Context: an optimization exercise on an open-source flow, tuned for small area and a short achievable clock period. The choices shown serve that exercise and are no tape-out recipe. Function was checked by simulation only, so behaviour that the tests miss may differ from the original. Power and IR drop assume default switching activity.

== wip/raven ==
Design gca_dlnv, start of the top module:
module gca_dlnv(
    input [31:0]    coord0,
    input [31:0]    coord1,
    input           ld,
    input           step,
    input           CLK,
    output          FC,
    output [20:0]   ADDR
);
    wire [10:0] xs = coord0[10:0];
    wire [9:0]  ys = coord0[20:11];
    wire [10:0] x1 = coord1[10:0];
    wire [9:0]  y1 = coord1[20:11];
    reg  [10:0] x;
    reg  [9:0]  y;
    reg         sx, sy;      
    reg  [10:0] dx;          
    reg  [9:0]  dy;          
    reg  [11:0] q;           
    reg         xmaj_n;      
    reg  [11:0] h;           
    reg         eqx, eqy;    
    wire xmaj = q[11];
    wire [11:0] tx = {1'b0, xs} + {1'b0, ~x1} + {11'd0, sx};
    wire [10:0] ty = {1'b0, ys} + {1'b0, ~y1} + {10'd0, sy};
    wire [11:0] qn  = {2'b0, dy} - {1'b0, dx};
    wire [11:0] h0x = {2'b0, dy} + ~{2'b0, dx[10:1]} + {11'd0, ~dx[0]};
    wire [11:0] h0y = {3'b0, dy[9:1]} + ~{1'b0, dx} + {11'd0, dy[0]};
    wire [11:0] h0  = qn[11] ? h0x : h0y;
    wire gox = xmaj | h[11];         
    wire goy = xmaj_n | ~h[11];      
    wire both = gox & goy;
    wire [11:0] sa = xmaj ? {2'b0, dy} : ~{1'b0, dx};
    wire [11:0] hs = h + (both ? q : sa) + {11'd0, ~both & xmaj_n};
    wire mx = step & gox;
    wire my = step & goy;
    wire [10:0] wx = x ^ {11{sx}};
    wire [9:0]  wy = y ^ {10{sy}};
    wire [10:0] fx;
    wire [9:0]  fy;
    assign fx[0] = 1'b1;
    assign fy[0] = 1'b1;
    genvar i;
    generate
        for (i = 1; i < 11; i = i + 1) begin : gfx
            assign fx[i] = &wx[i-1:0];
        end
        for (i = 1; i < 10; i = i + 1) begin : gfy
            assign fy[i] = &wy[i-1:0];
        end
    endgenerate
    wire [10:0] ex = x ^ x1;
    wire [9:0]  ey = y ^ y1;
    wire eqx_hold = ~|ex;
    wire eqy_hold = ~|ey;
    wire eqx_step = ex == fx;
    wire eqy_step = ey == fy;
    assign ADDR = {y, x};
    assign FC = ~ld & (xmaj ? eqx : eqy);
    always @(posedge CLK) begin
        x <= ld ? xs : x ^ ({11{mx}} & fx);
        y <= ld ? ys : y ^ ({10{my}} & fy);
  ...
Size: roughly 710 cells after synthesis, ~71 flip-flops, roughly 89 I/O pins, roughly 5700 µm² of cells after synthesis.
export LEC_CHECK = 0
export CAP_MARGIN = 20
export CORE_MARGIN = 2
export CORE_UTILIZATION = 40
export SETUP_SLACK_MARGIN = 2.4
export SLEW_MARGIN = 20
create_clock -name core_clock -period 5.0 [get_ports {CLK}]
standard.sh (not shown) runs the stock make flow with config.mk's settings and CLKGATE_MAP_FILE= SYNTH_SCRIPT=/design/flow/synth_recipe.tcl, a recipe that flattens the netlist after the stock synthesis.
==> flow/flow/run.sh <==
#!/bin/bash
# Own layout flow: the standard ORFS flow (standard.sh) with
#  - ORFS's full/half-adder extraction turned off, so ABC maps the adders
#  - a shorter ABC mapping script (structural choices, then delay mapping)
#  - plain buffers on the ports instead of the delay cells ORFS picks
#  - a clock tree with larger sink clusters and no dummy loads
set -euo pipefail
here=$(pwd)
rm -rf "$here/scripts_mod"
cp -r "$FLOW_HOME/scripts" "$here/scripts_mod"
cp "$here/flow/abc_speed.script" "$here/scripts_mod/abc_speed.script"
export SCRIPTS_DIR="$here/scripts_mod"
export ADDER_MAP_FILE=
export BUFFER_PORTS_ARGS="-buffer_cell sky130_fd_sc_hd__buf_1"
export CTS_ARGS="-sink_clustering_enable -repair_clock_nets -dont_use_dummy_load -sink_clustering_size 40 -sink_clustering_max_diameter 150 -buf_list {sky130_fd_sc_hd__clkbuf_4}"
bash standard.sh > standard.log 2>&1
==> flow/flow/abc_speed.script <==
&get -n
&st
&dch
&nf
&put
The flow did not stop early for wip/raven: all stages ran, and the layout cleared the timing, design-rule and antenna checks.
What wip/lagoon does differently from wip/raven at the input level:
# wip/raven
export LEC_CHECK = 0
export CAP_MARGIN = 20
export CORE_MARGIN = 2
export CORE_UTILIZATION = 40
export SETUP_SLACK_MARGIN = 2.4
export SLEW_MARGIN = 20
create_clock -name core_clock -period 5.0 [get_ports {CLK}]
# wip/lagoon
export LEC_CHECK = 0
export CAP_MARGIN = 20
export CORE_MARGIN = 2
export CORE_UTILIZATION = 40
export SETUP_SLACK_MARGIN = 2.2
export SLEW_MARGIN = 20
create_clock -name core_clock -period 5.0 [get_ports {CLK}]
==> comparison <==
wip/raven: PASS, flow complete, no timing, DRC or antenna violations
wip/lagoon: flow completed, timing, DRC and antenna clean
[compare] base=wip/raven new=wip/lagoon: number of nets in the layout lost 11; post-synth design cell area barely changed.
On sequential power, wip/raven and wip/lagoon are neck and neck.
Min met2 track demand over resource across wip/raven and wip/lagoon: wip/lagoon
Diff wip/raven -> wip/lagoon: sequential fraction of design power climbed 0.3 points, non-clock buffer instance count of the final layout saw a decrease, share of the clock period used by the worst path after layout +1.5 points, aggregate routed wire length down 600 µm, placed standard-cell area decreased by 25 µm² relative to the old numbers.
wip/lagoon: total power is about 2.3% lower than what wip/raven reported.
Modified inputs, wip/pepper compared to wip/lagoon
# wip/lagoon
export LEC_CHECK = 0
export CAP_MARGIN = 20
export CORE_MARGIN = 2
export CORE_UTILIZATION = 40
export SETUP_SLACK_MARGIN = 2.2
export SLEW_MARGIN = 20
create_clock -name core_clock -period 5.0 [get_ports {CLK}]
# wip/pepper
export LEC_CHECK = 0
export CAP_MARGIN = 20
export CORE_MARGIN = 2
export CORE_UTILIZATION = 40
export SETUP_SLACK_MARGIN = 2.3
export SLEW_MARGIN = 20
create_clock -name core_clock -period 5.0 [get_ports {CLK}]
==> flow/flow/abc_speed.script <==
&get -n
&st
&dch -f
&nf
&put
==> results.txt <==
- wip/pepper: no failed stages, no open violations at the end
- On number of detailed-routing iterations run before antenna repair: between wip/pepper and wip/lagoon, it ends up higher for wip/pepper.
- Final area: wip/pepper > wip/lagoon
- Synthesized cell count of wip/pepper falls short of that of wip/lagoon slightly.

==> afterwards: timing with drivers on the ports <==
Ports are ideal in the flow. The routed layouts listed here were re-timed in OpenROAD.
Step 1 sets driving cells, clkbuf_16 on the clock port and buf_2 on the other inputs (assumed; they add their load-dependent delay and slew).
Step 2 moves the port delays by t, midway between the first and last clock arrival at a register: inputs arrive t later, outputs are due t later. That takes back most of the time a late clock gives input paths.
Slacks: ideal ports / drivers / drivers and shift; pairs: ideal ports / drivers.
run	shift t [ns]	setup slack, ns	hold WS [ns]	slew at the worst register clock pin (ns)
wip/raven	0.454	2.363 / 2.363 / 2.078	0.509 / 0.509 / 0.509	0.12 / 0.12
wip/lagoon	0.446	2.286 / 2.265 / 1.954	0.533 / 0.533 / 0.533	0.11 / 0.11
wip/pepper	0.458	2.317 / 2.317 / 1.957	0.531 / 0.531 / 0.531	0.12 / 0.12
After both steps setup and hold are still met in every run listed. For wip/pepper, which loses most, drivers alone change the setup slack by 0.000 ns; drivers and shift together by -0.360 ns.
